Context: an optimization exercise on an open-source flow, tuned for small area, a short achievable clock period and few clock cycles. The choices shown serve that exercise and are no tape-out recipe. Function was checked by simulation only, so behaviour that the tests miss may differ from the original. Power figures rest on the tool's default switching activity, not on a simulated workload.

==> flow/design.v, too long to show whole: its modules and the start of the top module <==
// module dot8: 931 lines
// module csa_fa: 4 lines
// module csa_ha: 4 lines
// module sel3: 3 lines
// module matrix_mult: 93 lines
module matrix_mult #(parameter DW = 8, m = 8, n = 8)(
    input clk,
    input reset,
    input [DW-1:0] data_in,
    input start,
    output [2*DW-1:0] data_out,
    output reg done
);
  // ...
==> flow/run.sh <==
#!/bin/bash
# synth_recipe.tcl (not shown) runs the flow's synth.tcl, then flattens the netlist and writes it again
# the make line also repeats each setting of config.mk as NAME=value (left out here)
make -C /OpenROAD-flow-scripts/flow DESIGN_CONFIG=/design/flow/config.mk WORK_HOME=/design/flow/orfs CLKGATE_MAP_FILE= SYNTH_SCRIPT=/design/flow/synth_recipe.tcl finish
==> flow/config.mk <==
export PLATFORM = sky130hd
export DESIGN_NAME = matrix_mult
export DESIGN_NICKNAME = matrix_mult
export VERILOG_FILES = /design/flow/design.v
export SDC_FILE = /design/flow/constraint.sdc
export NUM_CORES = 4
export LEC_CHECK = 0
export CAP_MARGIN = 20
export CORE_MARGIN = 2
export CORE_UTILIZATION = 65
export CTS_BUF_LIST = sky130_fd_sc_hd__clkbuf_16
export CTS_CLUSTER_DIAMETER = 80
export CTS_CLUSTER_SIZE = 25
export PLACE_DENSITY = 0.75
export SETUP_SLACK_MARGIN = 5
export SLEW_MARGIN = 20
export SYNTH_HIERARCHICAL = 1
export SYNTH_MINIMUM_KEEP_SIZE = 0
==> flow/constraint.sdc <==
create_clock -name core_clock -period 8.0 [get_ports {clk}]
set_input_delay 1.6000 -clock core_clock [delete_from_list [all_inputs] [get_ports {clk}]]
set_output_delay 1.6000 -clock core_clock [all_outputs]
set_load 0.01 [all_outputs]
==> notes.md, run 1 <==
status: no timing/DRC/antenna violations
wire length on met3: 8364 µm
largest class: registers
register area share after synthesis: 0.7118
global-route wire length before repair: 140000 µm
Post-route DRC: 0
Cells after DPL: 3091
Final setup viols: 0
post-synth top area cell: dfxtp_1
top cell type's share of synthesized area: 0.6349
Die H: 249.1 µm
Post-Synth Simple-Gate Area: 0.02558
slowest stage delay, CP: 610 ps
ClkCell Share: 0.04593
total of max-cap violations: 0
Seq/total area: 0.6589
post-CTS setup buffer count: 0
Pleak: 15.15 nW
P_comb: 0.111 mW
multi-input combinational area share: 0.2589
clock network power share: 0.325
Post-DP HPWL: 67140 µm
TritonCTS Sinks: 1338
via count: 19772
Worst Hold Class: flip-flop to flip-flop
worst-case reg-to-reg path depth: 5
Vias per Instance: 6.208
# hold bufs at CTS: 0
Distinct cells, synth: 53
share of flip-flops with an asynchronous set or reset: 0
register area: 27790 µm²
M3 GR Usage: 0.05967
Max Freq: 0.3333 GHz
Testbench counts, summed over its fixed seeds: cycles 6,056.
==> run 2, diff against run 1 <==
--- a/flow/config.mk
+++ b/flow/config.mk
@@ -11,5 +11,5 @@
 export CTS_BUF_LIST = sky130_fd_sc_hd__clkbuf_16
 export CTS_CLUSTER_DIAMETER = 80
-export CTS_CLUSTER_SIZE = 25
+export CTS_CLUSTER_SIZE = 30
 export PLACE_DENSITY = 0.75
 export SETUP_SLACK_MARGIN = 5
==> run 2 against run 1 <==
Clock power fell by 9.8%. First-iteration DRC count fell by 4.0%. Total power fell by 3.3%. Wire length fell by 1.5%. Core utilization fell by 0.50 points. Sequential share of layout area rose by 0.47 points. Via count fell by 1.2%. Worst setup slack improved by 8.0 ps. Sequential power barely moved. Largest cell class unchanged. Worst hold slack improved by 5.1 ps. Global-route usage fell by 0.53 points. Design area fell by 0.70%.
==> notes.md, run 2 <==
Final Slew Violations: 0
global-route wire length before repair: 138300 µm (-1.2%)
status: no timing/DRC/antenna violations
post-layout minimum cycle time: 2992 ps
commonest non-fill, non-tap cell in the layout: dfxtp_1
top cells by count, synth: 1238 x dfxtp_1, 280 x fa_1, 256 x a222oi_1
largest registers: ar x512, bl x512, u_dot.st1 x125
initial cell density of the core: 0.6589
multi-input logic area: 10920 µm²
Clock Path Buffers: 3
period utilization: 0.3740
setup_tns: 0 ps
final WL: 93550 µm
Setup crit start kind: flip-flop
Placer Congestion: 1.017
die area: 62030 µm²
Num CTS Buffers: 54
# hold bufs at CTS: 0 (unchanged)
root buf cell: clkbuf_16
clock latency on the worst-skew pair: 660 ps
share of flip-flops with an asynchronous set or reset: 0 (unchanged)
total gr overflow: 0
post-synth net total: 2626
RSZ-0062 raised after global routing: no
total of max-cap violations: 0 (unchanged)
Core Box Area: 59240 µm²
most frequent cells in the layout: 1236 x dfxtp_1, 280 x fa_1, 256 x a222oi_1, 100 x edfxtp_1, 88 x inv_1
FF+latch count, synth: 1338
Yosys warnings: 14
peak supply drop: 0.0002735 V
CTS H-tree lvls: 2
TritonCTS Sinks: 1338 (unchanged)
Distinct cells, synth: 53 (unchanged)
required time worst endpoint: 8510 ps
Final Hold Viols: 0
GRT Util Overall: 0.3073
Synth Instances: 2305
register area: 27790 µm² (about the same)
post-synthesis adder-cell area fraction: 0.1532
Die H: 249.1 µm (unchanged)
number of synthesized flops with an enable pin: 100
top cell type's share of synthesized area: 0.6349 (unchanged)
largest net degree at the start of global routing: 67
via count: 19528 (-1.2%)
crit path kind: flip-flop to flip-flop
post-synthesis mux area share: 0.02106
Pleak: 15.00 nW (-0.98%)
Vias per Instance: 6.154 (-0.86%)
Post-route DRC: 0 (unchanged)
XOR/XNOR share of the synthesized area: 0.005834
vias in the first global route: 20264
CP Max Fanout: 8
DIE WIDTH: 249.1 µm
prevailing post-synth register cell: dfxtp_1
Worst Tran Pin Value: 1160 ps
layout cells sized above 1: 0.07214
row count: 89
Post-DP HPWL: 67140 µm (unchanged)
Worst Hold Class: flip-flop to flip-flop
CP Capture Type: flip-flop
clock-pin transition on the worst setup and hold timing paths: 110 ps
Final nets: 2695
Final setup viols: 0 (unchanged)
top post-synthesis cells by area: dfxtp_1 63%, fa_1 14%, edfxtp_1 7.7%
TritonCTS clock tree: built
Fill cells: 3695
Max Freq: 0.3342 GHz (+0.27%)
Mapped Area: 39030 µm²
register area share after synthesis: 0.7118 (unchanged)
worst rel slew slack: 0.2265
DR pass1 iterations: 15
clock skew: 33.44 ps
largest family of logic cells by synthesized area: adder cells
IO Count: 28
most frequent cell after synthesis: dfxtp_1
area delta synth->final: 7.289%
I/O Buffers: 27
critical path arrival: 3510 ps
Compound-Gate Fraction of Synth Area: 0.07292
pwr/cell area: 260.6 nW/µm²
post-synth top area cell: dfxtp_1
Avg WL per Cell: 29.48 µm
R2R setup slack: 5010 ps
DRT antenna net count: 0
Final Total Pwr: 10.91 mW
initial drt markers: 3532
antenna violations before repair: 5
syn_area_per_cell: 16.93 µm²
Post-Synth Simple-Gate Area: 0.02558 (unchanged)
[run 2: modules after synthesis, one instance, submodules excluded]
module,cells inside,flip-flops and latches,cell area (µm²)
matrix_mult,1325,1163,25700
dot8,448,175,5273
csa_fa,1,0,20.02
csa_ha,1,0,12.51
sel3,1,0,10.01
[run 2: report_power, final]
| group | switching [mW] | leakage [nW] | internal [mW] |
|---|---|---|---|
| Combinational | 0.0635 | 3.09 | 0.0459 |
| Clock | 2.01 | 0.842 | 1.30 |
| Sequential | 0.299 | 11.1 | 7.20 |
| Total | 2.37 | 15.0 | 8.54 |
[run 2: logic make-up after synthesis]
logic type,Yosys count
DFF,1338
muxes,73
buffers and inverters,92
adders and majority gates,310
and+or+nand+nor,171
AOI/OAI and AO/OA,295
xor gates and xnor gates,26
[run 2: worst max-delay path, stage by stage (launching register included)]
cell	delay [ps]
dfxtp_1	490
nor2b_1	650
a222oi_1	300
fa_1	520
fa_1	430
fa_1	440
[run 2: repair_timing]
action,4_1_cts,5_1_grt
gates resized for setup,18,19
setup buffers,0,0
setup endpoints to repair,17,9
hold endpoints to repair,0,0
gates cloned,0,0
[run 2: final cells by class]
cell class	instances	share of cell area
Sequential cell	1338	0.6636
Multi-Input combinational cell	875	0.2608
Clock buffer	55	0.03286
Tap cell	773	0.02309
Timing Repair Buffer	31	0.006662
Inverter	74	0.006632
Clock inverter	25	0.006214
Antenna cell	2	0.0001195
[run 2: final timing paths]
| path | startpoint | depth (start not counted) | end |
|---|---|---|---|
| min reg2reg | ar[61][0]$_DFF_P_ | 0 | ar[62][0]$_DFF_P_ |
| max | bl[32][7]$_DFF_P_ | 5 | u_dot.st1[99]$_DFF_P_ |
| max reg2reg | bl[32][7]$_DFF_P_ | 5 | u_dot.st1[99]$_DFF_P_ |
| min | ar[61][0]$_DFF_P_ | 0 | ar[62][0]$_DFF_P_ |
[run 2: layer usage]
| layer | vias up | routed length [µm] | track usage | part of all wire |
|---|---|---|---|---|
| met5 | - | 0 | 0 | 0 |
| met4 | 0 | 3841 | 0.1010 | 0.041 |
| met3 | 220 | 8197 | 0.06290 | 0.088 |
| met2 | 1079 | 43710 | 0.4940 | 0.47 |
| met1 | 9888 | 37810 | 0.4246 | 0.40 |
| li1 | 8341 | - | - | - |
[run 2: stage by stage]
step	util	setup WS (ps)	instance area, µm²	cells	hold slack, ps
after floorplan	-	5073	39030	2305	309.6
after global placement	0.6788	4910	40210	3091	309.7
after detailed placement	0.6788	4920	40210	3091	312.1
after CTS	0.7060	5035	41830	3171	324.2
after global routing	0.7069	4996	41880	3171	323.5
final	0.7069	5008	41880	3173	326.5
==> run 3, diff against run 2 <==
--- a/flow/config.mk
+++ b/flow/config.mk
@@ -8,9 +8,9 @@
 export CAP_MARGIN = 20
 export CORE_MARGIN = 2
-export CORE_UTILIZATION = 65
+export CORE_UTILIZATION = 70
 export CTS_BUF_LIST = sky130_fd_sc_hd__clkbuf_16
 export CTS_CLUSTER_DIAMETER = 80
 export CTS_CLUSTER_SIZE = 30
-export PLACE_DENSITY = 0.75
+export PLACE_DENSITY = 0.8
 export SETUP_SLACK_MARGIN = 5
 export SLEW_MARGIN = 20
==> run 3 against run 2 <==
Still clean. Global-route usage increased by 5.6 points. Wire length increased by 8.6%. Non-clock buffer count rose by 3. Design area is 0.51% lower. Synthesized cell count did not move. Via count increased by 4.8%. Largest cell class unchanged. Largest power group unchanged.
==> notes.md, run 3 <==
clock skew: 25.46 ps (-7.978 ps)
Crit-path slowest cell: nor2b_1
Final setup viols: 0 (unchanged)
Post-DP HPWL: 72180 µm (+7.5%)
total gr overflow: 0 (unchanged)
top post-synthesis cells by area: dfxtp_1 63%, fa_1 14%, edfxtp_1 7.7%
total of max-cap violations: 0 (unchanged)
most frequent cells in the layout: 1237 x dfxtp_1, 280 x fa_1, 256 x a222oi_1, 100 x edfxtp_1, 91 x inv_1
GRT Util Overall: 0.3636 (+0.05628)
r2r startpoint: bl[40][3]$_DFF_P_
required time worst endpoint: 8550 ps (+40 ps)
post-synth net total: 2626 (unchanged)
initial cell density of the core: 0.7085 (+0.04962)
worst-case reg-to-reg path depth: 5 (unchanged)
DRT antenna net count: 0 (unchanged)
crit path kind: flip-flop to flip-flop
Critical Path Stages: 5 (unchanged)
critical path arrival: 3560 ps (+50 ps)
TritonCTS clock tree: built
hold_ws: 323.7 ps (-2.815 ps)
Final Hold Viols: 0 (unchanged)
vias in the first global route: 21497 (+6.1%)
syn_area_per_cell: 16.93 µm² (unchanged)
die area: 57670 µm² (-7.0%)
RSZ-0062 raised after global routing: no
Vias per Instance: 6.504 (+5.7%)
register area share after synthesis: 0.7118 (unchanged)
CP Max Fanout: 8 (unchanged)
Die H: 240.1 µm (-3.6%)
initial drt markers: 4422 (+25%)
Max Freq: 0.3323 GHz (-0.55%)
final WL: 101600 µm (+8.6%)
peak supply drop: 0.0002992 V (+9.4%)
post-layout minimum cycle time: 3009 ps (+16.62 ps)
worst path cell trace: nor2b_1, a222oi_1, fa_1, fa_1, fa_1
min-delay src: ar[2][2]$_DFF_P_
share of flip-flops with an asynchronous set or reset: 0 (unchanged)
Num CTS Buffers: 51 (-5.6%)
pwr/cell area: 259.5 nW/µm² (-0.43%)
Final nets: 2695 (unchanged)
Mapped Area: 39030 µm² (unchanged)
Fill cells: 3025 (-18%)
layout cells sized above 1: 0.06633 (-0.005811)
TritonCTS Sinks: 1338 (unchanged)
Critical Path Start: bl[40][3]$_DFF_P_
largest registers: ar x512, bl x512, u_dot.st1 x125
Post-route DRC: 0 (unchanged)
Worst Hold Class: flip-flop to flip-flop
Synth Instances: 2305 (unchanged)
area delta synth->final: 6.741%
Avg WL per Cell: 32.30 µm (+9.5%)
antenna violations before repair: 10 (+5)
via count: 20462 (+4.8%)
root buf cell: clkbuf_16
Yosys warnings: 14 (unchanged)
top cells by count, synth: 1238 x dfxtp_1, 280 x fa_1, 256 x a222oi_1
most frequent cell after synthesis: dfxtp_1
DIE WIDTH: 240.1 µm (-3.6%)
clock-pin transition on the worst setup and hold timing paths: 110 ps (about the same)
slowest stage delay, CP: 780 ps (+130 ps)
top cell type's share of synthesized area: 0.6349 (unchanged)
IO Count: 28 (unchanged)
final setup margin: 4991 ps (-16.62 ps)
global-route wire length before repair: 147400 µm (+6.6%)
Setup crit start kind: flip-flop
DR pass1 iterations: 15 (unchanged)
CTS H-tree lvls: 2 (unchanged)
post-synth top area cell: dfxtp_1
register area: 27790 µm² (about the same)
Core Box Area: 55090 µm² (-7.0%)
setup_tns: 0 ps (unchanged)
multi-input logic area: 10900 µm² (-0.21%)
delay-heaviest family, CP: adder cells
Final Slew Violations: 0 (unchanged)
worst rel slew slack: 0.2924 (+0.06596)
Clock Path Buffers: 3 (unchanged)
Most Frequent Cell on Critical Path: fa_1
Distinct cells, synth: 53 (unchanged)
commonest non-fill, non-tap cell in the layout: dfxtp_1
Pleak: 14.95 nW (-0.33%)
clock latency on the worst-skew pair: 660 ps (about the same)
Placer Congestion: 1.003 (-1.4%)
buffers and inverters on the worst path: 0 (unchanged)
fin cells: 3146 (-0.85%)
period utilization: 0.3761 (+0.002078)
row count: 86 (-3.4%)
largest net degree at the start of global routing: 67 (unchanged)
number of synthesized flops with an enable pin: 100 (unchanged)
status: no timing/DRC/antenna violations
FF+latch count, synth: 1338 (unchanged)
Cells after DPL: 3069 (-0.71%)
CP Capture Type: flip-flop
# hold bufs at CTS: 0 (unchanged)
I/O Buffers: 27 (unchanged)
WHS Path Cells: 0 (unchanged)
prevailing post-synth register cell: dfxtp_1
Worst Tran Pin Value: 1061 ps (-98.95 ps)
Setup WS pre-CTS: 4887 ps (-32.98 ps)
[run 3: cell counts after synthesis]
No cell type changed its count.
[run 3: cell type report]
| cell class | count | share of cell area |
|---|---|---|
| clock inverter | 25 | 0.004354 |
| sequential | 1338 | 0.6670 |
| clock buffer | 51 | 0.03063 |
| tap | 748 | 0.02246 |
| antenna | 1 | 0.00006006 |
| inverter | 74 | 0.006666 |
| timing repair buffer | 34 | 0.007237 |
| multi-input combinational | 875 | 0.2616 |
[run 3: per-stage QoR]
| step | instance area (µm²) | power (mW) | util |
|---|---|---|---|
| after floorplan | 39030 | 7.573 | - |
| after global placement | 40200 | 7.731 | 0.7297 |
| after detailed placement | 40200 | 7.779 | 0.7297 |
| after CTS | 41640 | 10.81 | 0.7558 |
| after global routing | 41660 | 11.08 | 0.7562 |
| final | 41670 | 10.81 | 0.7563 |
[run 3: path summary, 6_finish.rpt]
check	end	slack (ps)
hold / removal	ar[3][2]$_DFF_P_	320
setup reg to reg	u_dot.st1[89]$_DFF_P_	4990
setup / recovery	u_dot.st1[89]$_DFF_P_	4990
hold reg to reg	ar[3][2]$_DFF_P_	320
[run 3: power by group]
part / internal (mW) / leakage (nW) / switching (mW)
combinational: 0.0465 / 3.11 / 0.0755
sequential: 7.20 / 11.1 / 0.335
clock: 1.19 / 0.775 / 1.97
total: 8.44 / 15.0 / 2.38
[run 3: per-module statistics from Yosys (local to each module, per instance)]
module       cells inside  cell area (µm²)
csa_fa                  1            20.02
csa_ha                  1            12.51
dot8                  448             5273
matrix_mult          1325            25700
sel3                    1            10.01
[run 3: cells by family after synthesis]
family                   count (synthesis)  share of synthesized area
XOR/XNOR                                26                   0.005834
AND/OR/NAND/NOR                        171                    0.02558
multiplexers                            73                    0.02106
flip-flops                            1338                     0.7118
buffers and inverters                   92                   0.009552
AO/OA/AOI/OAI                          295                    0.07292
adder cells (fa/ha/maj)                310                     0.1532
[run 3: per-layer routing]
layer	vias to the layer above	share of wire	global-route usage
met5	-	0.00011	0
met3	427	0.10	0.08932
met1	10185	0.36	0.4509
met2	1481	0.48	0.6012
met4	2	0.063	0.1786
li1	8367	-	-
[run 3: repair_timing]
| item | 4_1_cts | 5_1_grt |
|---|---|---|
| endpoints found under the setup margin | 17 | 9 |
| hold endpoints to repair | 0 | 0 |
| resized for setup | 17 | 11 |
| buffers inserted | 0 | 0 |

[port drivers added, routing unchanged]
The flow's constraints put no driver on any port. The routed layouts listed below were extracted and timed again, unchanged, in two steps. Step 1 assumes that a clkbuf_16 drives the clock port and a buf_2 every other input. Step 2 times the ports against the registers' clock, not the clock port: input delays grow and output delays shrink by t, the midpoint of the rising clock arrivals with the driver on. Slacks: ideal / step 1 / step 2; pairs: ideal / step 1.
run | t (ns) | slack for setup (ns) | worst hold slack (ns) | worst register clock-pin slew, ns
run 1 | 0.698 | 5.000 / 5.000 / 4.845 | 0.321 / 0.321 / 0.321 | 0.11 / 0.11
run 2 | 0.709 | 5.008 / 5.008 / 4.949 | 0.326 / 0.326 / 0.326 | 0.12 / 0.12
run 3 | 0.710 | 4.991 / 4.991 / 4.822 | 0.324 / 0.324 / 0.324 | 0.12 / 0.12
After both steps setup and hold are still met in every run listed. The setup slack of run 3, which loses most, moves by 0.000 ns with the drivers and by -0.169 ns with both steps.
